This design comes from an exercise in tuning for small area, a short achievable clock period and few clock cycles on the open sky130 flow, not from production work.
At most, simulation tests tie the RTL to the original design; equivalence was not proved.
Only the layout flow was run in runs 5 and 6; the RTL was not checked for function there.
In runs 1 to 3, 5 and 6 the design's own scripts or RTL, not TritonCTS, make the clock network.
The flow treats the clock pin as an ideal source. Dropping or thinning the clock tree relies on that and would not hold on a real chip.
No activity file was given, so power comes from the tool's default toggle rates.

$ cat design/flow/design.v
module ni_apb_bridge (
    input         clk,
    input         resetn,
    input  [15:0] i_flit,
    input         enable,
    output [15:0] o_flit,
    output        ready,
    output        valid_out,
    input  [31:0] prdata,
    input         pready,
    input         pslverr,
    output [13:0] paddr,
    output        psel,
    output        penable,
    output        pwrite,
    output [31:0] pwdata
);
  localparam [2:0] RX_IDLE = 3'b000, RX_B0 = 3'b001, RX_B1 = 3'b011, RX_B2 = 3'b010,
                   RX_B3 = 3'b110, RX_TL = 3'b111;
  reg [15:0] h_q, t_q, o_q;    
  reg [31:0] pw_q;             
  reg        e_q;              
  reg        rdy_q, psel_q, pen_q, vld_q;
  reg [2:0]  rx_q;
  reg        infl_q;           
  reg        pend_q;           
  reg [3:0]  bt_q;             
  wire take   = rdy_q & enable;
  wire xend   = pen_q & pready;
  wire ofree  = ~vld_q | bt_q[3];
  wire start  = (xend | pend_q) & ofree;
  wire [31:0] rd_perm = {prdata[1:0], prdata[31:18], prdata[17:2]};
  wire [31:0] wr_flit = {i_flit[2:1], i_flit[15:1], i_flit[15:1]};
  wire rx_b01 = ~rx_q[2] & rx_q[0];    
  wire [31:0] pw_d = {(rx_q == RX_B2 && !pen_q) ? wr_flit[31:30] : rd_perm[31:30],
                      rx_b01 ? wr_flit[29:0] : rd_perm[29:0]};
  wire ld0 = xend | (rx_q == RX_B0);
  wire ld1 = xend | (rx_q == RX_B1);
  wire ld2 = xend | (rx_q == RX_B2);
  always @(posedge clk) begin
    if (!resetn) begin
      rdy_q  <= 1'b1;
      rx_q   <= RX_IDLE;
      infl_q <= 1'b0;
      psel_q <= 1'b0;
      pen_q  <= 1'b0;
      pend_q <= 1'b0;
      vld_q  <= 1'b0;
    end else begin
      case (rx_q)
        RX_IDLE: if (take) rx_q <= RX_B0;
        RX_B0:   rx_q <= RX_B1;
        RX_B1:   rx_q <= RX_B2;
        RX_B2:   rx_q <= RX_B3;
        RX_B3:   rx_q <= RX_TL;
        default: rx_q <= RX_IDLE;
      endcase
      if (take) infl_q <= 1'b1;
      else if (start) infl_q <= 1'b0;
      rdy_q <= ~take & (rx_q == RX_IDLE || rx_q == RX_TL) & (~infl_q | start);
      if ((rx_q == RX_B0 && !i_flit[1]) || (rx_q == RX_B2 && pw_q[0])) psel_q <= 1'b1;
      else if (xend) psel_q <= 1'b0;
      pen_q  <= psel_q & ~xend;
      pend_q <= (xend | pend_q) & ~start;
      if (start) vld_q <= 1'b1;
      else if (bt_q[3]) vld_q <= 1'b0;
    end
  end
  always @(posedge clk) begin
    if (rdy_q) h_q <= i_flit;
    if (rx_q == RX_TL) t_q <= i_flit;
    if (ld0) pw_q[14:0]  <= pw_d[14:0];
    if (ld1) pw_q[29:15] <= pw_d[29:15];
    if (ld2) pw_q[31:30] <= pw_d[31:30];
    if (pen_q) e_q <= pslverr;
    if (ofree) begin
      o_q  <= h_q;
      bt_q <= 4'b0000;
    end else begin
      bt_q <= {bt_q[2:0], ~|bt_q[2:0]};
      o_q  <= ({16{~|bt_q[2:0]}} & {2'b00, pw_q[29:16]})
            | ({16{bt_q[0]}} & pw_q[15:0])
            | ({16{bt_q[1]}} & {pw_q[31:30], e_q, 13'b0})
            | ({16{bt_q[2]}} & t_q);
    end
  end
  assign ready     = rdy_q;
  assign valid_out = vld_q;
  assign o_flit    = o_q;
  assign psel      = psel_q;
  assign penable   = pen_q;
  assign paddr     = pw_q[14:1];
  assign pwrite    = pw_q[0];
  assign pwdata    = pw_q;
endmodule
$ cat design/flow/flow/run.sh
#!/bin/bash
# The standard layout, except:
#  - the port buffers are sky130_fd_sc_hd__buf_1 (buffer_ports otherwise
#    picks clkdlybuf4s50_1, a slow delay cell);
#  - the clock tree is four clkbuf_16 fed from the clock port, each driving
#    a quarter of the flip-flops (see mantree.tcl), in place of TritonCTS's
#    two-level H-tree.
set -euo pipefail
export BUFFER_PORTS_ARGS="-buffer_cell sky130_fd_sc_hd__buf_1"
export PRE_CTS_TCL="$PWD/flow/pre_cts.tcl"
bash standard.sh finish > standard_flow.log 2>&1
$ cat design/flow/flow/mantree.tcl
# Clock tree of NB clkbuf_16 buffers, each driving a slice of the flip-flops
# (sorted by x), all fed straight from the clock port.
proc manual_clock_tree { nb } {
  set block [ord::get_db_block]
  set clknet [$block findNet clk]
  set master [[ord::get_db] findMaster sky130_fd_sc_hd__clkbuf_16]
  set sinks {}
  foreach it [$clknet getITerms] {
    set inst [$it getInst]
    set bb [$inst getBBox]
    lappend sinks [list [expr {([$bb xMin] + [$bb xMax]) / 2}] [expr {([$bb yMin] + [$bb yMax]) / 2}] $it]
  }
  set sinks [lsort -integer -index 0 $sinks]
  set n [llength $sinks]
  for {set b 0} {$b < $nb} {incr b} {
    set lo [expr {$b * $n / $nb}]
    set hi [expr {($b + 1) * $n / $nb - 1}]
    set grp [lrange $sinks $lo $hi]
    set sx 0; set sy 0
    foreach s $grp { incr sx [lindex $s 0]; incr sy [lindex $s 1] }
    set cx [expr {$sx / [llength $grp]}]
    set cy [expr {$sy / [llength $grp]}]
    set inst [odb::dbInst_create $block $master clkman_$b]
    set net [odb::dbNet_create $block clkman_net_$b]
    $net setSigType CLOCK
    [$inst findITerm A] connect $clknet
    [$inst findITerm X] connect $net
    foreach s $grp {
      set it [lindex $s 2]
      $it disconnect
      $it connect $net
    }
    $inst setLocation $cx $cy
    $inst setPlacementStatus PLACED
  }
}
$ cat design/flow/flow/pre_cts.tcl
# Sourced by ORFS's cts.tcl before clock tree synthesis (PRE_CTS_TCL): build
# the clock tree by hand instead, as a few clkbuf_16 fed from the clock port.
source [file join [file dirname [info script]] mantree.tcl]
rename clock_tree_synthesis orfs_clock_tree_synthesis
proc clock_tree_synthesis { args } {
  manual_clock_tree 4
  set_propagated_clock [all_clocks]
}
$ cat design/flow/standard.sh
#!/bin/bash
# synth_recipe.tcl (not shown) runs the flow's synth.tcl, then flattens the netlist and writes it again
# the make line also repeats each setting of config.mk as NAME=value (left out here)
make -C /OpenROAD-flow-scripts/flow DESIGN_CONFIG=/design/flow/config.mk WORK_HOME=/design/flow/orfs CLKGATE_MAP_FILE= SYNTH_SCRIPT=/design/flow/synth_recipe.tcl "${@:-finish}"
$ cat design/flow/config.mk
export PLATFORM = sky130hd
export DESIGN_NAME = ni_apb_bridge
export DESIGN_NICKNAME = ni_apb_bridge
export VERILOG_FILES = /design/flow/design.v
export SDC_FILE = /design/flow/constraint.sdc
export NUM_CORES = 4
export LEC_CHECK = 0
export CAP_MARGIN = 20
export CELL_PAD_IN_SITES_DETAIL_PLACEMENT = 0
export CELL_PAD_IN_SITES_GLOBAL_PLACEMENT = 0
export CORE_MARGIN = 2
export CORE_UTILIZATION = 50
export PLACE_DENSITY = 0.8
export SETUP_SLACK_MARGIN = 3.2
export SLEW_MARGIN = 20
$ cat design/flow/constraint.sdc
create_clock -name core_clock -period 5.0 [get_ports {clk}]
set_input_delay 1.0000 -clock core_clock [delete_from_list [all_inputs] [get_ports {clk}]]
set_output_delay 1.0000 -clock core_clock [all_outputs]
set_load 0.01 [all_outputs]
==> flow_summary.yaml, run 1 <==
outcome:
  status: "no timing/DRC/antenna violations"
power_and_ir_drop:
  p_per_area_mw_per_mm2: 362
  p_leak_nw: 1.52
  ir_drop_uv: 209
sta:
  relSlewSlack_pct: 47.2
  worst_pin_slew_ns: 0.791
  layout_worst_path_cycle_share_pct: 35.4
  finalHoldViolations: 0
  hold_slack_ns: 0.468
  rsz0062_at_grt: "yes"
  maxSlewViolCount: 0
  fin_crit_ns: 1.77
  fin_tns_setup_ns: 0
  fmaxAchievable_ghz: 0.566
  setup_viol: 0
  fin_skew_ns: 0.00961
detailed_routing:
  via_per_inst: 5.39
  drcViolationCount: 0
  drt_iter0_markers: 150
  dr.pass1.iters: 5
  vias: 2605
  ant_nets: 0
  drt-total-wl_mm: 8.49
  wl_per_cell_um: 17.6
die:
  die_width_um: 88.8
  core_mm2: 0.00687
  rows: 30
  die_height_um: 88.8
  ioPinCount: 120
  fp.dieArea_mm2: 0.00788
  start_util_pct: 52.3
synthesis:
  synth_edf_count: 65
  synthAdderAreaFrac_pct: 0
  syn_avg_cell_area_um2: 12.6
  synth_flop_cell: "edfxtp_1"
  synth_top_area_cell: "edfxtp_1"
  synth_area_mm2: 0.00359
  synthArstFlopShare_pct: 0
  synth_area_leaders: "edfxtp_1 (54%), dfxtp_1 (16%), nand2_1 (8.5%), a221oi_1 (3.2%), o2bb2ai_1 (3.2%)"
  ys_ff_latch: 94
  synth_xor_xnor_area_share_pct: 0
  ys_seq_area_share_pct: 70.5
  synth.area.mux_share_pct: 0.627
  synth_top_cell_area_share_pct: 54.3
  yosys_warnings: 1
  yosys.area_share.simple_pct: 13.8
  netlist_instances: 286
  synthesis.nets: 339
  synth_top_family_by_area: "simple AND/OR/NAND/NOR gates"
  ys_types: 29
  synth_compound_area_share_pct: 9.51
placement:
  place_congestion: 0.782
  dp_hpwl_mm: 5.79
  dp.cells: 474
  place_area_mm2: 0.00399
  port_buffers: 119
final_layout:
  drive_above_1_share_pct: 6.20
  final_area_mm2: 0.00417
  multi_input_area_um2: 902
  syn2layout_area_growth_pct: 16.1
  nFillCells: 579
  ff_latch_area_mm2: 0.00253
  antenna_cells: 0
  fin_cells: 483
  nNetsFinal: 442
critical_path:
  critPathRequiredTime_ns: 4.00
  path_depth: 1
  cpPeakStageDelay_ns: 0.45
  critical_path_arrival_ns: 0.77
  path_class: "reg -> out"
  start_kind: "flip-flop"
  worst-path-max-fanout: 4
  reg2reg_depth: 3
  slowest_stage: "edfxtp_1"
  endpoint_kind: "output pin"
  r2r_setup_slack_ns: 3.33
  path_cells: "buf_1"
  cp_top_family: "flip-flops"
  worst-path-buf-inv: 1
flow_run:
  max-cap-violations: 0
global_routing:
  grt_use_total_pct: 20.6
  grt_pass1_vias: 2592
  antenna_found_initial: 0
  grt_pass1_wl_mm: 12.5
  top_usage_layer: "met2"
  use_met1_pct: 26.0
  grt-ovfl-total: 0
  grt_start_max_net_pins: 33
  grt_use_met2_pct: 38.2
  grt_use_met3_pct: 1.77
clock_network:
  clock_latency_ns: 0.15
  path_clk_slew_ns: 0.09
  hold_buffers: 0
worst_hold_path:
  hold_class: "reg -> reg"
  hold_depth: 2
[tightest hold or removal path: stages (launching register included)]
cell	delay, ns
edfxtp_1	0.33
nand2_1	0.05
o21ai_0	0.06
[metal layers]
metal	routed length, um	part of all wire [%]	up-vias
met5	0	0	-
met3	551	6.5	5
met1	3320	39	1264
met2	4570	54	126
met4	53	0.62	0
li1	-	-	1210
[sequential cells by signal, indices dropped and copies added, names as in the netlist, 3 cells and up]
| signal | cells |
|---|---|
| pw_q | 32 |
| o_q | 16 |
| h_q | 16 |
| rx_q | 3 |
| t_q | 16 |
| bt_q | 4 |
[timing repair]
item,CTS,global route
cloned,0,1
setup endpoints to repair,54,63
pin swaps,2,0
resized for setup,3,6
buffers inserted,4,0
[final timing paths]
kind / from / end
max: pw_q[0] / pwdata[0]
min: h_q[15] / o_q[15]
max reg2reg: rx_q[2] / pw_q[13]
min reg2reg: h_q[15] / o_q[15]
[layout by cell type (no fill, tap or decap), drive strengths merged]
master	count
nor2b	2
or2	1
nand3b	1
mux2	2
a222oi	3
nor4	1
and3	2
a221o	1
buf	126
or3b	1
nand2b	3
nor3	3
inv	1
nor2	15
o2bb2ai	13
and2	3
or3	1
nand2	82
dfxtp	29
a31o	1
edfxtp	65
o21ai	5
a221oi	13
a21oi	8
clkbuf	4
nor4b	1
[synthesized netlist by cell type, types with 3 or more instances]
library cell,instances
buf_2,8
nand2_1,81
nor3_1,3
o2bb2ai_1,13
buf_4,15
a21oi_1,8
a221oi_1,13
edfxtp_1,65
a222oi_1,3
nand2b_1,3
clkbuf_1,4
o21ai_0,5
dfxtp_1,29
nor2_1,15
and2_1,3
[power breakdown]
group / leakage [nW] / total (W) / internal, W / switching (W)
logic: 0.624 / 0.000232 / 0.0000824 / 0.000150
registers: 0.850 / 0.000950 / 0.000913 / 0.0000371
clock network: 0.0493 / 0.000328 / 0.000146 / 0.000182
total: 1.52 / 0.00151 / 0.00114 / 0.000369
[logic make-up after synthesis]
logic type | Yosys count
buffers and inverters | 31
DFF | 94
and+or+nand+nor | 115
muxes | 2
AOI/OAI and AO/OA | 44
[stage by stage]
| step | utilization (%) | worst slack (ns) | power (W) |
|---|---|---|---|
| global route | 60.7 | 3.19 | 0.00157 |
| detailed placement | 58.1 | 2.54 | 0.00119 |
| CTS | 60.4 | 3.21 | 0.00151 |
| finish | 60.7 | 3.23 | 0.00151 |
| floorplan | - | 3.27 | 0.00111 |
| global placement | 58.1 | 2.65 | 0.00118 |
[cell type report]
class / instances / area share (%)
Timing Repair Buffer: 126 / 12.3
Multi-Input combinational cell: 162 / 21.6
Buffer: 4 / 2.40
Sequential cell: 94 / 60.7
Inverter: 1 / 0.0900
Tap cell: 96 / 2.88
Testbench counts, summed over its fixed seeds: cycles 10,485.
==> run 2, diff against run 1 <==
--- a/design/flow/config.mk
+++ b/design/flow/config.mk
@@ -6,8 +6,6 @@
 export NUM_CORES = 4
 export LEC_CHECK = 0
 export CAP_MARGIN = 20
-export CELL_PAD_IN_SITES_DETAIL_PLACEMENT = 0
-export CELL_PAD_IN_SITES_GLOBAL_PLACEMENT = 0
 export CORE_MARGIN = 2
 export CORE_UTILIZATION = 50
 export PLACE_DENSITY = 0.8
==> run 2 against run 1 <==
Against the previous run:
- register-to-register slack barely moved
- first-iteration DRC count did not move
- core utilization did not move
- synthesized area did not move
- power did not move
==> flow_summary.yaml, run 2 <==
outcome:
  status: "no timing/DRC/antenna violations"
synthesis:
  synth_area_leaders: "edfxtp_1 (54%), dfxtp_1 (16%), nand2_1 (8.5%), a221oi_1 (3.2%), o2bb2ai_1 (3.2%)"
  synth_common_cells: "nand2_1 (81), edfxtp_1 (65), dfxtp_1 (29)"
  synth_top_area_cell: "edfxtp_1"
  synth_top_cell_area_share_pct: 54.3
  yosys_warnings: 1
  syn_avg_cell_area_um2: 12.6
  ys_seq_area_share_pct: 70.5
  synthArstFlopShare_pct: 0
  yosys.area_share.simple_pct: 13.8
  synth_xor_xnor_area_share_pct: 0
  netlist_instances: 286
  synthAdderAreaFrac_pct: 0
  synth_compound_area_share_pct: 9.51
  synth_area_mm2: 0.00359
  synth_edf_count: 65
  synth_flop_cell: "edfxtp_1"
  synth_top_family_by_area: "simple AND/OR/NAND/NOR gates"
  synthesis.nets: 339
  synth.area.mux_share_pct: 0.627
  yosysMostFrequentCell: "nand2_1"
  ys_ff_latch: 94
  ys_types: 29
critical_path:
  worst-path-buf-inv: 1
  worst-path-max-fanout: 4
  critPathRequiredTime_ns: 4.00
  path_cells: "buf_1"
  endpoint_kind: "output pin"
  timing.rr.end: "pw_q[13]"
  slowest_stage: "edfxtp_1"
  path_depth: 1
  reg2reg_depth: 3
  critical_path_arrival_ns: 0.77
  cpPeakStageDelay_ns: 0.45
  cp_top_family: "flip-flops"
  worst_r2r_startpoint: "rx_q[2]"
  start_kind: "flip-flop"
  path_class: "reg -> out"
  r2r_setup_slack_ns: 3.33
global_routing:
  grt_pass1_wl_mm: 12.5
  antenna_found_initial: 0
  grt_start_max_net_pins: 33
  grt_pass1_vias: 2592
  grt_use_total_pct: 20.6
  grt-ovfl-total: 0
placement:
  dp.cells: 474
  port_buffers: 119
  pre_cts_slack_ns: 2.54
  dp_hpwl_mm: 5.79
  place_area_mm2: 0.00399
  place_congestion: 0.782
sta:
  finalHoldViolations: 0
  fin_tns_setup_ns: 0
  layout_worst_path_cycle_share_pct: 35.4
  rsz0062_at_grt: "yes"
  fin_crit_ns: 1.77
  worst_pin_slew_ns: 0.791
  setup_slack_ns: 3.23
  maxSlewViolCount: 0
  fmaxAchievable_ghz: 0.566
  fin_skew_ns: 0.00961
  relSlewSlack_pct: 47.2
  setup_viol: 0
final_layout:
  nNetsFinal: 442
  drive_above_1_share_pct: 6.20
  final_area_mm2: 0.00417
  antenna_cells: 0
  final_cell_mix: "buf_1 (119), nand2_1 (79), edfxtp_1 (65)"
  syn2layout_area_growth_pct: 16.1
  final_common_cell: "buf_1"
  regMostFlops: "pw_q"
  fin_cells: 483
  largest_reg_flops: 32
worst_hold_path:
  hold_depth: 2
  hold_class: "reg -> reg"
  hp-start: "h_q[15]"
  whs_endpoint: "o_q[15]"
die:
  start_util_pct: 52.3
  fp.dieArea_mm2: 0.00788
  die_width_um: 88.8
  core_mm2: 0.00687
  rows: 30
  ioPinCount: 120
  die_height_um: 88.8
power_and_ir_drop:
  p_leak_nw: 1.52
  ir_drop_uv: 209
  p_per_area_mw_per_mm2: 362
detailed_routing:
  drt-total-wl_mm: 8.49
  wl_per_cell_um: 17.6
  drt_iter0_markers: 150
  dr.pass1.iters: 5
  drcViolationCount: 0
  vias: 2605
  ant_nets: 0
  via_per_inst: 5.39
clock_network:
  hold_buffers: 0
  path_clk_slew_ns: 0.09
  clock_latency_ns: 0.15
flow_run:
  max-cap-violations: 0
run 2: routing by layer:
layer	up-vias	share of wire [%]	track usage [%]
met4	0	0.62	4.82
met3	5	6.5	1.77
met5	-	0	0
li1	1210	-	-
met2	126	54	38.2
met1	1264	39	26.0
run 2: kinds of logic (layout without fill, tap and decap cells):
family | Yosys count | after routing
multiplexers | 2 | 2
flip-flops | 94 | 94
AO/OA/AOI/OAI | 44 | 44
buffers and inverters | 31 | 131
AND/OR/NAND/NOR | 115 | 116
run 2: final cells by class:
type                       instances  area, um^2
buffer                             4         100
fill                             579        2700
inverter                           1        3.75
multi-input combinational        162         902
sequential                        94        2530
tap                               96         120
timing repair buffer             126         512
run 2: how the worst max path moves through the flow:
| stage | startpoint | slack (ns) | end |
|---|---|---|---|
| floorplan | pready | 3.27 | pw_q[0] |
| global placement | rx_q[2] | 2.65 | pw_q[6] |
| detailed placement | rx_q[2] | 2.54 | pw_q[7] |
| CTS | bt_q[3] | 3.21 | o_q[13] |
| global route | pready | 3.19 | rdy_q |
| finish | pw_q[0] | 3.23 | pwdata[0] |
run 2: repair_timing:
action	CTS	global route
buffers inserted	4	0
resized for setup	3	6
endpoints found under the setup margin	54	63
pin swaps	2	0
gates cloned	0	1
run 2: worst reg2reg max path, cell delays in order, from the launching register on:
cell      delay [ns]
dfxtp_1         0.39
nand2b_2        0.52
o21ai_4         0.30
buf_12          0.18
run 2: power breakdown:
group	total, W	internal [W]	switching (W)
Combinational	0.000232	0.0000824	0.000150
Clock	0.000328	0.000146	0.000182
Sequential	0.000950	0.000913	0.0000371
Total	0.00151	0.00114	0.000369
run 2: metrics by stage:
stage	hold WS, ns	power [W]	util (%)
2_1_floorplan	0.418	0.00111	-
3_3_place_gp	0.455	0.00118	58.1
4_1_cts	0.472	0.00151	60.4
6_report	0.468	0.00151	60.7
5_1_grt	0.485	0.00157	60.7
3_5_place_dp	0.452	0.00119	58.1
==> run 3, diff against run 2 <==
==> design/flow/flow/pre_cts.tcl (replaced) <==
# Sourced by ORFS's cts.tcl before clock tree synthesis (PRE_CTS_TCL): build
# the clock tree by hand instead, as a few clkbuf_16 fed from the clock port,
# and make the output port buffers buf_2.
source [file join [file dirname [info script]] mantree.tcl]
rename clock_tree_synthesis orfs_clock_tree_synthesis
proc clock_tree_synthesis { args } {
  manual_clock_tree 4
  foreach inst [get_cells output*] {
    if {[get_property [get_lib_cells -of_objects $inst] name] == "sky130_fd_sc_hd__buf_1"} {
      replace_cell $inst sky130_fd_sc_hd__buf_2
    }
  }
  set_propagated_clock [all_clocks]
}
==> run 3 against run 2 <==
Against the previous run:
- still clean
- hold slack improved by 0.0013 ns
- combinational power grew 6%
- sequential cell count unchanged
- synthesized cell count is the same
- clock power about the same
- design area is 1.9% higher
- first-iteration DRC count down 6.7%
- critical path type unchanged
- largest power group unchanged
==> flow_summary.yaml, run 3 <==
global_routing:
  grt_pass1_vias: 2613
  antenna_found_initial: 0
  grt-ovfl-total: 0
  grt_start_max_net_pins: 33
  use_met1_pct: 25.7
  grt_use_total_pct: 20.8
  grt_use_met3_pct: 1.59
  top_usage_layer: "met2"
  grt_pass1_wl_mm: 12.6
  grt_use_met2_pct: 38.8
critical_path:
  r2r_setup_slack_ns: 3.32
  critPathRequiredTime_ns: 4.00
  cp_top_family: "flip-flops"
  path_depth: 1
  worst-path-buf-inv: 1
  path_class: "reg -> out"
  reg2reg_depth: 3
  critical_path_arrival_ns: 0.78
  slowest_stage: "edfxtp_1"
  path_cells: "buf_2"
  timing.rr.end: "pw_q[11]"
  cpPeakStageDelay_ns: 0.45
  worst_r2r_startpoint: "rx_q[2]"
  start_kind: "flip-flop"
  worst-path-max-fanout: 4
  endpoint_kind: "output pin"
worst_hold_path:
  hold_class: "reg -> reg"
  whs_endpoint: "o_q[15]"
  hold_depth: 2
  hp-start: "h_q[15]"
synthesis:
  yosys_warnings: 1
  synth_common_cells: "nand2_1 (81), edfxtp_1 (65), dfxtp_1 (29)"
  synth_top_cell_area_share_pct: 54.3
  netlist_instances: 286
  synthesis.nets: 339
  ys_seq_area_share_pct: 70.5
  synth_flop_cell: "edfxtp_1"
  synth_area_mm2: 0.00359
  ys_types: 29
  synthArstFlopShare_pct: 0
  synth_top_area_cell: "edfxtp_1"
  synth_edf_count: 65
  syn_avg_cell_area_um2: 12.6
  synth_area_leaders: "edfxtp_1 (54%), dfxtp_1 (16%), nand2_1 (8.5%), a221oi_1 (3.2%), o2bb2ai_1 (3.2%)"
  yosysMostFrequentCell: "nand2_1"
  ys_ff_latch: 94
sta:
  relSlewSlack_pct: 47.1
  finalHoldViolations: 0
  fin_skew_ns: 0.0104
  fin_tns_setup_ns: 0
  worst_pin_slew_ns: 0.793
  fmaxAchievable_ghz: 0.563
  layout_worst_path_cycle_share_pct: 35.5
  maxSlewViolCount: 0
  setup_viol: 0
  rsz0062_at_grt: "yes"
  fin_crit_ns: 1.78
placement:
  port_buffers: 119
  place_congestion: 0.782
  place_area_mm2: 0.00399
  dp_hpwl_mm: 5.79
power_and_ir_drop:
  p_leak_nw: 1.71
  ir_drop_uv: 208
  power.share.clock_pct: 21.4
  pwr-share-comb_pct: 16.2
  swShare_pct: 24.0
  p_per_area_mw_per_mm2: 358
  p_sw_w: 0.000365
  pwr-share-seq_pct: 62.4
  internal_power_w: 0.00116
die:
  die_width_um: 88.8
  fp.dieArea_mm2: 0.00788
  core_mm2: 0.00687
  rows: 30
  die_height_um: 88.8
  ioPinCount: 120
  start_util_pct: 52.3
outcome:
  status: "no timing/DRC/antenna violations"
final_layout:
  final_common_cell: "nand2_1"
  nFillCells: 556
  largest_reg_flops: 32
  utilization_pct: 61.9
  syn2layout_area_growth_pct: 18.4
  final_area_mm2: 0.00425
  final_cell_mix: "nand2_1 (79), buf_2 (67), edfxtp_1 (65)"
  drive_above_1_share_pct: 23.3
  nNetsFinal: 442
  regMostFlops: "pw_q"
  antenna_cells: 0
detailed_routing:
  drt_iter0_markers: 140
  drcViolationCount: 0
  vias: 2594
  via_per_inst: 5.37
  dr.pass1.iters: 5
  ant_nets: 0
  drt-total-wl_mm: 8.54
  wl_per_cell_um: 17.7
clock_network:
  path_clk_slew_ns: 0.09
  clock_latency_ns: 0.15
flow_run:
  max-cap-violations: 0
==> run 3: cell counts after synthesis <==
Identical to the previous run, type by type.
==> run 3: power groups by stage <==
stage	combinational, W	clock, W	sequential [W]
after floorplan	0.000123	0	0.000984
after global placement	0.000212	0	0.000965
after detailed placement	0.000219	0	0.000968
after CTS	0.000246	0.000331	0.000948
after global routing	0.000272	0.000352	0.000956
final	0.000246	0.000326	0.000949
==> run 3: logic make-up (layout without fill, tap and decap cells) <==
kind of cell           Yosys count  count (layout)  share of synthesized area (%)
buffers and inverters           31             131                           5.54
flip-flops                      94              94                           70.5
multiplexers                     2               2                          0.627
AO/OA/AOI/OAI                   44              44                           9.51
AND/OR/NAND/NOR                115             116                           13.8
==> run 3: repair_timing <==
action | CTS | global route
gates cloned | 0 | 1
hold endpoints to repair | 0 | 0
gates resized for setup | 3 | 5
setup endpoints to repair | 54 | 63
hold buffers | 0 | 0
buffers inserted | 4 | 0
pin swaps | 2 | 0
==> run 3: final cells by class <==
class	count	area (um^2)	share of cell area (%)
multi-input cells	162	900	21.2
repair buffers	126	596	14.0
inverters	1	3.75	0.0883
plain buffers	4	100	2.35
flip-flops and latches	94	2530	59.6
well taps	96	120	2.82
==> run 3: routing by layer <==
| metal | wire length (um) | vias up |
|---|---|---|
| met5 | 0 | - |
| met4 | 131 | 0 |
| met3 | 549 | 13 |
| met2 | 4550 | 125 |
| met1 | 3310 | 1240 |
| li1 | - | 1216 |
==> run 3: per-stage QoR <==
stage | worst slack [ns] | hold slack [ns] | power, W | instances
finish | 3.22 | 0.469 | 0.00152 | 483
detailed placement | 2.54 | 0.452 | 0.00119 | 474
global route | 3.19 | 0.482 | 0.00158 | 483
floorplan | 3.27 | 0.418 | 0.00111 | 286
global placement | 2.65 | 0.455 | 0.00118 | 474
CTS | 3.20 | 0.472 | 0.00153 | 482
==> run 3: worst max-delay path by stage <==
stage | start | end
after global routing | pw_q[0] | pwdata[0]
after floorplan | pready | pw_q[0]
after global placement | rx_q[2] | pw_q[6]
final | pw_q[0] | pwdata[0]
after detailed placement | rx_q[2] | pw_q[7]
after CTS | bt_q[3] | o_q[13]
==> run 4, diff against run 3 <==
==> design/flow/flow/pre_cts.tcl (replaced) <==
# Sourced by ORFS's cts.tcl before clock tree synthesis (PRE_CTS_TCL): build
# the clock tree by hand instead, as a few clkbuf_16 fed from the clock port,
# and make the output port buffers buf_2.
source [file join [file dirname [info script]] mantree.tcl]
rename clock_tree_synthesis orfs_clock_tree_synthesis
proc clock_tree_synthesis { args } {
  manual_clock_tree 4
  foreach p [get_ports -filter "direction==output"] {
    foreach pin [get_pins -of_objects [get_nets -of_objects $p]] {
      set inst [get_cells -of_objects $pin]
      if {[get_property [get_lib_cells -of_objects $inst] name] == "sky130_fd_sc_hd__buf_1"} {
        replace_cell $inst sky130_fd_sc_hd__buf_2
      }
    }
  }
  set_propagated_clock [all_clocks]
}
==> run 4 against run 3 <==
Against the previous run:
- the flow now stops in 4_1_cts
- synthesized area stayed put
- synthesized cell count stayed put
==> flow_summary.yaml, run 4 <==
outcome:
  status: "did not finish"
  stop_stage: "4_1_cts"
  error: "[ERROR STA-0100] unsupported object type Port."
die:
  die_height_um: 88.8
  ioPinCount: 120
  start_util_pct: 52.3
  rows: 30
  die_width_um: 88.8
synthesis:
  synth_flop_cell: "edfxtp_1"
  synthesis.nets: 339
  yosys_warnings: 1
  ys_ff_latch: 94
  synth_common_cells: "nand2_1 (81), edfxtp_1 (65), dfxtp_1 (29)"
  syn_avg_cell_area_um2: 12.6
  ys_types: 29
  ys_seq_area_share_pct: 70.5
  yosysMostFrequentCell: "nand2_1"
  synth_top_cell_area_share_pct: 54.3
  synth_area_mm2: 0.00359
  synth_area_leaders: "edfxtp_1 (54%), dfxtp_1 (16%), nand2_1 (8.5%), a221oi_1 (3.2%), o2bb2ai_1 (3.2%)"
  synthArstFlopShare_pct: 0
  synth_top_area_cell: "edfxtp_1"
  netlist_instances: 286
  synth_edf_count: 65
placement:
  dp_hpwl_mm: 5.79
  dp.cells: 474
  port_buffers: 119
  place_congestion: 0.782
-- run 4: cell counts after synthesis --
No cell type changed its count.
-- run 4: power by group through the flow --
stage | Sequential [W] | Combinational, W | Clock (W)
floorplan | 0.000984 | 0.000123 | 0
global placement | 0.000965 | 0.000212 | 0
detailed placement | 0.000968 | 0.000219 | 0
-- run 4: worst max-delay path by stage --
| stage | endpoint | slack (ns) | depth (start not counted) |
|---|---|---|---|
| 2_1_floorplan | pw_q[0] | 3.27 | 2 |
| 3_3_place_gp | pw_q[6] | 2.65 | 2 |
| 3_5_place_dp | pw_q[7] | 2.54 | 2 |
-- run 4: logic make-up after synthesis --
family                 after synthesis  synth area share [%]
AND/OR/NAND/NOR                    115                  13.8
multiplexers                         2                 0.627
AO/OA/AOI/OAI                       44                  9.51
buffers and inverters               31                  5.54
flip-flops                          94                  70.5
-- run 4: through the flow --
step,util [%],area [um^2],power (W),setup WS [ns]
after detailed placement,58.1,3990,0.00119,2.54
after global placement,58.1,3990,0.00118,2.65
after floorplan,-,3600,0.00111,3.27
==> run 5, diff against run 4 <==
--- a/design/flow/design.v
+++ b/design/flow/design.v
@@ -24,10 +24,10 @@
   reg [2:0]  rx_q;
   reg        infl_q;           
   reg        pend_q;           
-  reg [3:0]  bt_q;             
+  reg [4:0]  bt_q;             
   wire take   = rdy_q & enable;
   wire xend   = pen_q & pready;
-  wire ofree  = ~vld_q | bt_q[3];
+  wire ofree  = ~vld_q | bt_q[4];
   wire start  = (xend | pend_q) & ofree;
   wire [31:0] rd_perm = {prdata[1:0], prdata[31:18], prdata[17:2]};
   wire [31:0] wr_flit = {i_flit[2:1], i_flit[15:1], i_flit[15:1]};
@@ -63,7 +63,7 @@
       pen_q  <= psel_q & ~xend;
       pend_q <= (xend | pend_q) & ~start;
       if (start) vld_q <= 1'b1;
-      else if (bt_q[3]) vld_q <= 1'b0;
+      else if (bt_q[4]) vld_q <= 1'b0;
     end
   end
   always @(posedge clk) begin
@@ -75,13 +75,13 @@
     if (pen_q) e_q <= pslverr;
     if (ofree) begin
       o_q  <= h_q;
-      bt_q <= 4'b0000;
+      bt_q <= 5'b00001;
     end else begin
-      bt_q <= {bt_q[2:0], ~|bt_q[2:0]};
-      o_q  <= ({16{~|bt_q[2:0]}} & {2'b00, pw_q[29:16]})
-            | ({16{bt_q[0]}} & pw_q[15:0])
-            | ({16{bt_q[1]}} & {pw_q[31:30], e_q, 13'b0})
-            | ({16{bt_q[2]}} & t_q);
+      bt_q <= {bt_q[3:0], 1'b0};
+      o_q  <= ({16{bt_q[0]}} & {2'b00, pw_q[29:16]})
+            | ({16{bt_q[1]}} & pw_q[15:0])
+            | ({16{bt_q[2]}} & {pw_q[31:30], e_q, 13'b0})
+            | ({16{bt_q[3]}} & t_q);
     end
   end
   assign ready     = rdy_q;
==> design/flow/flow/pre_cts.tcl (replaced) <==
# Sourced by ORFS's cts.tcl before clock tree synthesis (PRE_CTS_TCL): build
# the clock tree by hand instead, as a few clkbuf_16 fed from the clock port.
source [file join [file dirname [info script]] mantree.tcl]
rename clock_tree_synthesis orfs_clock_tree_synthesis
proc clock_tree_synthesis { args } {
  manual_clock_tree 4
  set_propagated_clock [all_clocks]
}
==> run 5 against run 4 <==
Against the previous run:
- now clean on timing, DRC and antenna
- synthesized area decreased by 0.63%
- synthesized cell count rose by 0.35%
==> flow_summary.yaml, run 5 <==
outcome:
  status: "no timing/DRC/antenna violations"
clock_network:
  clock_latency_ns: 0.16
  path_clk_slew_ns: 0.10
  hold_buffers: 0
global_routing:
  grt_pass1_wl_mm: 11.7
  grt_use_total_pct: 19.5
  grt_start_max_net_pins: 34
  grt_pass1_vias: 2350
  grt-ovfl-total: 0
  antenna_found_initial: 0
power_and_ir_drop:
  pwr-share-comb_pct: 14.6
  ir_drop_uv: 257
  p_leak_nw: 1.57
  power.share.clock_pct: 22.2
  p_sw_w: 0.000372
  internal_power_w: 0.00115
  swShare_pct: 24.5
  pwr-share-seq_pct: 63.1
  p_per_area_mw_per_mm2: 368
detailed_routing:
  ant_nets: 0
  dr.pass1.iters: 6
  wl_per_cell_um: 16.9
  drcViolationCount: 0
  via_per_inst: 5.30
  drt-total-wl_mm: 8.12
  vias: 2551
  drt_iter0_markers: 231
sta:
  fmaxAchievable_ghz: 0.549
  fin_crit_ns: 1.82
  fin_tns_setup_ns: 0
  rsz0062_at_grt: "yes"
  finalHoldViolations: 0
  layout_worst_path_cycle_share_pct: 36.4
  worst_pin_slew_ns: 0.777
  relSlewSlack_pct: 48.1
  setup_viol: 0
  maxSlewViolCount: 0
  fin_skew_ns: 0.0130
critical_path:
  slowest_stage: "edfxtp_1"
  path_cells: "buf_1"
  cp_top_family: "flip-flops"
  path_class: "reg -> out"
  start_kind: "flip-flop"
  cpPeakStageDelay_ns: 0.49
  worst-path-buf-inv: 1
  worst-path-max-fanout: 4
  critPathRequiredTime_ns: 4.00
  endpoint_kind: "output pin"
  critical_path_arrival_ns: 0.82
final_layout:
  final_area_mm2: 0.00412
  syn2layout_area_growth_pct: 15.5
  final_common_cell: "buf_1"
  final_cell_mix: "buf_1 (119), nand2_1 (93), edfxtp_1 (65)"
  nNetsFinal: 440
  drive_above_1_share_pct: 5.19
  largest_reg_flops: 32
  antenna_cells: 0
  regMostFlops: "pw_q"
die:
  start_util_pct: 52.0
  fp.dieArea_mm2: 0.00783
  ioPinCount: 120
  rows: 30
  core_mm2: 0.00687
  die_width_um: 88.5
  die_height_um: 88.5
synthesis:
  ys_types: 30
  synthArstFlopShare_pct: 0
  synth_area_mm2: 0.00357
  yosys_warnings: 1
  netlist_instances: 287
  synth_flop_cell: "edfxtp_1"
  syn_avg_cell_area_um2: 12.4
  synth_edf_count: 65
  synthesis.nets: 340
  synth_common_cells: "nand2_1 (94), edfxtp_1 (65), dfxtp_1 (30)"
  yosysMostFrequentCell: "nand2_1"
  synth_top_cell_area_share_pct: 54.7
  synth_area_leaders: "edfxtp_1 (55%), dfxtp_1 (17%), nand2_1 (9.9%), a222oi_1 (4.2%), buf_4 (3.4%)"
  ys_ff_latch: 95
  ys_seq_area_share_pct: 71.5
  synth_top_area_cell: "edfxtp_1"
worst_hold_path:
  hold_class: "reg -> reg"
flow_run:
  max-cap-violations: 0
placement:
  place_congestion: 0.811
  port_buffers: 119
  dp_hpwl_mm: 5.60
  place_area_mm2: 0.00398
==> run 5: metal layers <==
| metal | track usage (%) | wire length, um |
|---|---|---|
| met2 | 35.7 | 4210 |
| met5 | 0 | 0 |
| met3 | 1.87 | 607 |
| met4 | 3.86 | 119 |
| met1 | 25.3 | 3190 |
==> run 5: repair_timing <==
item,in CTS,in global routing
cloned,0,0
resized for setup,3,3
pin swaps,1,0
buffers inserted,1,1
endpoints found under the setup margin,33,43
==> run 5: path summary, 6_finish.rpt <==
| check | startpoint | end | slack [ns] | cells after the start |
|---|---|---|---|---|
| min reg2reg | h_q[3] | o_q[3] | 0.45 | 2 |
| max | pw_q[0] | pwdata[0] | 3.18 | 1 |
| max reg2reg | rx_q[2] | pw_q[8] | 3.32 | 3 |
| min | h_q[3] | o_q[3] | 0.45 | 2 |
==> run 5: power groups by stage <==
stage	Sequential (W)	Clock [W]	Combinational [W]
after global routing	0.000965	0.000365	0.000246
after CTS	0.000958	0.000338	0.000221
final	0.000958	0.000337	0.000222
after detailed placement	0.000976	0	0.000213
after floorplan	0.000990	0	0.000122
after global placement	0.000973	0	0.000204
==> run 5: worst min-delay path, cell delays in order (launching register included) <==
cell      delay [ns]
edfxtp_1        0.33
nand2_1         0.04
o21ai_0         0.05
==> run 5: kinds of logic (layout without fill, tap and decap cells) <==
| group | after synthesis | in the layout | share of synthesized area (%) |
|---|---|---|---|
| compound gates | 45 | 45 | 8.80 |
| simple gates | 114 | 114 | 13.7 |
| mux | 2 | 2 | 0.631 |
| buf+inv | 31 | 129 | 5.33 |
| flops | 95 | 95 | 71.5 |
==> run 5: cell type report <==
type / instances / area (um^2)
buffer: 4 / 100
inverter: 2 / 11.3
multi-input combinational: 161 / 850
sequential: 95 / 2550
tap: 96 / 120
fill: 556 / 2750
timing repair buffer: 123 / 489
==> run 5: metrics by stage <==
stage	setup slack (ns)	power [W]	hold slack (ns)	std cells	util, %
after floorplan	3.27	0.00111	0.418	287	-
after global placement	2.67	0.00118	0.422	475	57.9
after detailed placement	2.55	0.00119	0.430	475	57.9
after CTS	3.17	0.00152	0.454	480	59.8
after global routing	3.15	0.00158	0.472	481	60.0
final	3.18	0.00152	0.453	481	60.0
==> run 6, diff against run 5 <==
==> design/flow/design.v (replaced) <==
module ni_apb_bridge (
    input         clk,
    input         resetn,
    input  [15:0] i_flit,
    input         enable,
    output [15:0] o_flit,
    output        ready,
    output        valid_out,
    input  [31:0] prdata,
    input         pready,
    input         pslverr,
    output [13:0] paddr,
    output        psel,
    output        penable,
    output        pwrite,
    output [31:0] pwdata
);
  localparam [2:0] RX_IDLE = 3'b000, RX_B0 = 3'b001, RX_B1 = 3'b011, RX_B2 = 3'b111,
                   RX_B3 = 3'b110, RX_TL = 3'b100;
  reg [15:0] h_q, t_q, o_q;    
  reg [31:0] pw_q;             
  reg        e_q;              
  reg        rdy_q, psel_q, pen_q, vld_q;
  reg [2:0]  rx_q;
  reg        infl_q;           
  reg        pend_q;           
  reg [3:0]  bt_q;             
  wire take   = rdy_q & enable;
  wire xend   = pen_q & pready;
  wire ofree  = ~vld_q | bt_q[3];
  wire start  = (xend | pend_q) & ofree;
  wire [31:0] rd_perm = {prdata[1:0], prdata[31:18], prdata[17:2]};
  wire [31:0] wr_flit = {i_flit[2:1], i_flit[15:1], i_flit[15:1]};
  wire rx_b01 = ~rx_q[2] & rx_q[0];    
  wire [31:0] pw_d = {(rx_b2 && !pen_q) ? wr_flit[31:30] : rd_perm[31:30],
                      rx_b01 ? wr_flit[29:0] : rd_perm[29:0]};
  wire rx_b0 = ~rx_q[1] & rx_q[0];
  wire rx_b1 = ~rx_q[2] & rx_q[1];
  wire rx_b2 = rx_q[2] & rx_q[0];
  wire rx_tl = rx_q[2] & ~rx_q[1];
  wire ld0 = xend | rx_b0;
  wire ld1 = xend | rx_b1;
  wire ld2 = xend | rx_b2;
  always @(posedge clk) begin
    if (!resetn) begin
      rdy_q  <= 1'b1;
      rx_q   <= RX_IDLE;
      infl_q <= 1'b0;
      psel_q <= 1'b0;
      pen_q  <= 1'b0;
      pend_q <= 1'b0;
      vld_q  <= 1'b0;
    end else begin
      if (rx_q != RX_IDLE || take) rx_q <= {rx_q[1:0], ~rx_q[2]};
      if (take) infl_q <= 1'b1;
      else if (start) infl_q <= 1'b0;
      rdy_q <= ~take & ~rx_q[1] & ~rx_q[0] & (~infl_q | start);    
      if ((rx_b0 && !i_flit[1]) || (rx_b2 && pw_q[0])) psel_q <= 1'b1;
      else if (xend) psel_q <= 1'b0;
      pen_q  <= psel_q & ~xend;
      pend_q <= (xend | pend_q) & ~start;
      if (start) vld_q <= 1'b1;
      else if (bt_q[3]) vld_q <= 1'b0;
    end
  end
  always @(posedge clk) begin
    if (rdy_q) h_q <= i_flit;
    if (rx_tl) t_q <= i_flit;
    if (ld0) pw_q[14:0]  <= pw_d[14:0];
    if (ld1) pw_q[29:15] <= pw_d[29:15];
    if (ld2) pw_q[31:30] <= pw_d[31:30];
    if (pen_q) e_q <= pslverr;
    if (ofree) begin
      o_q  <= h_q;
      bt_q <= 4'b0000;
    end else begin
      bt_q <= {bt_q[2:0], ~|bt_q[2:0]};
      o_q  <= ({16{~|bt_q[2:0]}} & {2'b00, pw_q[29:16]})
            | ({16{bt_q[0]}} & pw_q[15:0])
            | ({16{bt_q[1]}} & {pw_q[31:30], e_q, 13'b0})
            | ({16{bt_q[2]}} & t_q);
    end
  end
  assign ready     = rdy_q;
  assign valid_out = vld_q;
  assign o_flit    = o_q;
  assign psel      = psel_q;
  assign penable   = pen_q;
  assign paddr     = pw_q[14:1];
  assign pwrite    = pw_q[0];
  assign pwdata    = pw_q;
endmodule
==> run 6 against run 5 <==
Against the previous run:
- clock power decreased by 2%
- final cell count down 0.21%
- critical path type unchanged
- first-iteration DRC count down 13%
- power decreased by 3.7%
- maximum frequency increased by 1.5%
- core utilization grew 0.67 points
- combinational power decreased by 14%
- design area grew 1.1%
- register-to-register slack improved by 0.13 ns
- die area is 0.33% higher
- setup slack improved by 0.026 ns
==> flow_summary.yaml, run 6 <==
sta:
  setup_viol: 0
  rsz0062_at_grt: "yes"
  relSlewSlack_pct: 47.8
  maxSlewViolCount: 0
  fmaxAchievable_ghz: 0.557
  setup_slack_ns: 3.21
  worst_pin_slew_ns: 0.782
  fin_crit_ns: 1.79
  fin_skew_ns: 0.00674
  layout_worst_path_cycle_share_pct: 35.9
  finalHoldViolations: 0
  fin_tns_setup_ns: 0
detailed_routing:
  dr.pass1.iters: 7
  drt_iter0_markers: 200
  ant_nets: 0
  wl_per_cell_um: 17.2
  drcViolationCount: 0
  via_per_inst: 5.36
  drt-total-wl_mm: 8.24
  vias: 2571
final_layout:
  syn2layout_area_growth_pct: 16.4
  drive_above_1_share_pct: 7.55
  regMostFlops: "pw_q"
  final_cell_mix: "buf_1 (118), nand2_1 (79), edfxtp_1 (65)"
  largest_reg_flops: 32
  ff_latch_area_mm2: 0.00253
  utilization_pct: 60.7
  nFillCells: 564
  final_common_cell: "buf_1"
  multi_input_area_um2: 896
  nNetsFinal: 439
  antenna_cells: 0
synthesis:
  synth_flop_cell: "edfxtp_1"
  synth_area_leaders: "edfxtp_1 (54%), dfxtp_1 (16%), nand2_1 (8.4%), o2bb2ai_1 (3.4%), buf_4 (3.4%)"
  synth_top_area_cell: "edfxtp_1"
  netlist_instances: 280
  synth_edf_count: 65
  synthesis.nets: 333
  yosys_warnings: 1
  synth_top_cell_area_share_pct: 54.5
  ys_types: 30
  synthArstFlopShare_pct: 0
  ys_ff_latch: 94
  synth_common_cells: "nand2_1 (80), edfxtp_1 (65), dfxtp_1 (29)"
  syn_avg_cell_area_um2: 12.8
  ys_seq_area_share_pct: 70.7
  synth_area_mm2: 0.00358
  yosysMostFrequentCell: "nand2_1"
placement:
  dp_hpwl_mm: 5.60
  port_buffers: 119
  place_congestion: 0.775
  pre_cts_slack_ns: 2.96
die:
  die_width_um: 88.6
  fp.dieArea_mm2: 0.00786
  die_height_um: 88.6
  ioPinCount: 120
  core_mm2: 0.00687
  rows: 30
  start_util_pct: 52.1
critical_path:
  reg2reg_depth: 2
  critPathRequiredTime_ns: 4.00
  cpPeakStageDelay_ns: 0.47
  path_cells: "clkbuf_2"
  critical_path_arrival_ns: 0.79
  worst-path-max-fanout: 4
  path_class: "reg -> out"
  worst-path-buf-inv: 1
  endpoint_kind: "output pin"
  slowest_stage: "edfxtp_1"
  path_depth: 1
  cp_top_family: "flip-flops"
  start_kind: "flip-flop"
clock_network:
  hold_buffers: 0
  path_clk_slew_ns: 0.09
  clock_latency_ns: 0.16
power_and_ir_drop:
  ir_drop_uv: 296
  p_per_area_mw_per_mm2: 351
  power_w: 0.00146
  p_leak_nw: 1.54
global_routing:
  grt_use_total_pct: 19.0
  grt_pass1_vias: 2225
  grt_pass1_wl_mm: 11.5
  grt-ovfl-total: 0
  grt_start_max_net_pins: 31
  antenna_found_initial: 0
outcome:
  status: "no timing/DRC/antenna violations"
flow_run:
  max-cap-violations: 0
worst_hold_path:
  hold_depth: 2
  hold_class: "reg -> reg"
==> run 6: final cells by class <==
| class | instances | share of cell area (%) |
|---|---|---|
| Tap cell | 96 | 2.88 |
| Inverter | 3 | 0.270 |
| Timing Repair Buffer | 127 | 12.2 |
| Buffer | 4 | 2.40 |
| Sequential cell | 94 | 60.8 |
| Multi-Input combinational cell | 156 | 21.5 |
==> run 6: worst paths after layout <==
path	startpoint	to	slack, ns
worst max-delay path	pw_q[0]	pwrite	3.21
worst min-delay path	pend_q	pend_q	0.50
worst max register to register	rx_q[1]	pw_q[24]	3.45
worst min register to register	pend_q	pend_q	0.50
==> run 6: per-layer routing <==
layer	GRT usage, %	vias up	wire [um]
met3	0.840	13	546
met2	33.2	137	4190
met5	0	-	0
li1	-	1196	-
met1	27.2	1225	3390
met4	2.89	0	112
==> run 6: where the power goes <==
part / switching [W] / leakage (nW) / total [W] / internal (W)
sequential: 0.0000348 / 0.855 / 0.000940 / 0.000905
combinational: 0.000126 / 0.631 / 0.000192 / 0.0000661
clock: 0.000184 / 0.0493 / 0.000330 / 0.000146
total: 0.000344 / 1.54 / 0.00146 / 0.00112
==> run 6: repair_timing <==
item / in CTS / in global routing
buffers inserted: 3 / 1
setup endpoints to repair: 46 / 50
pin swaps: 1 / 0
resized for setup: 1 / 7
cloned: 0 / 1
==> run 6: metrics by stage <==
stage / instances / area (um^2) / hold slack [ns]
6_report: 480 / 4170 / 0.496
5_1_grt: 480 / 4170 / 0.514
4_1_cts: 478 / 4130 / 0.499
3_5_place_dp: 471 / 4010 / 0.476
3_3_place_gp: 471 / 4010 / 0.464
2_1_floorplan: 280 / 3580 / 0.418
==> run 6: cells by family (layout without fill, tap and decap cells) <==
kind of cell / Yosys count / count (layout) / share of synthesized area (%)
AOI/OAI and AO/OA: 43 / 44 / 9.92
and+or+nand+nor: 110 / 110 / 13.2
buffers and inverters: 31 / 134 / 5.34
muxes: 2 / 2 / 0.838
DFF: 94 / 94 / 70.7

-- separate check: timing with driven ports --
No port has a modelled driver above. Below, the same layouts with a new extraction and two added sets of constraints.
Step 1: set_driving_cell puts a clkbuf_16 on clk and a buf_2 on each other input, an assumption about the parent block.
Step 2 also shifts input and output timing later by t, the mid clock arrival at the registers, as if the neighbouring blocks saw the same clock.
Slacks: ideal ports / drivers / drivers and shift; pairs: ideal ports / drivers.
| run | t (ns) | setup slack, ns | clock arrival spread, ns | worst register clock-pin slew, ns |
|---|---|---|---|---|
| run 1 | 0.221 | 3.232 / 3.161 / 3.085 | 0.010 / 0.010 | 0.09 / 0.09 |
| run 2 | 0.221 | 3.232 / 3.161 / 3.085 | 0.010 / 0.010 | 0.09 / 0.09 |
| run 3 | 0.223 | 3.224 / 3.151 / 3.086 | 0.010 / 0.011 | 0.09 / 0.09 |
| run 5 | 0.228 | 3.179 / 3.107 / 3.083 | 0.013 / 0.013 | 0.10 / 0.10 |
| run 6 | 0.221 | 3.206 / 3.138 / 3.059 | 0.007 / 0.007 | 0.09 / 0.09 |
After both steps setup and hold are still met in every run listed.
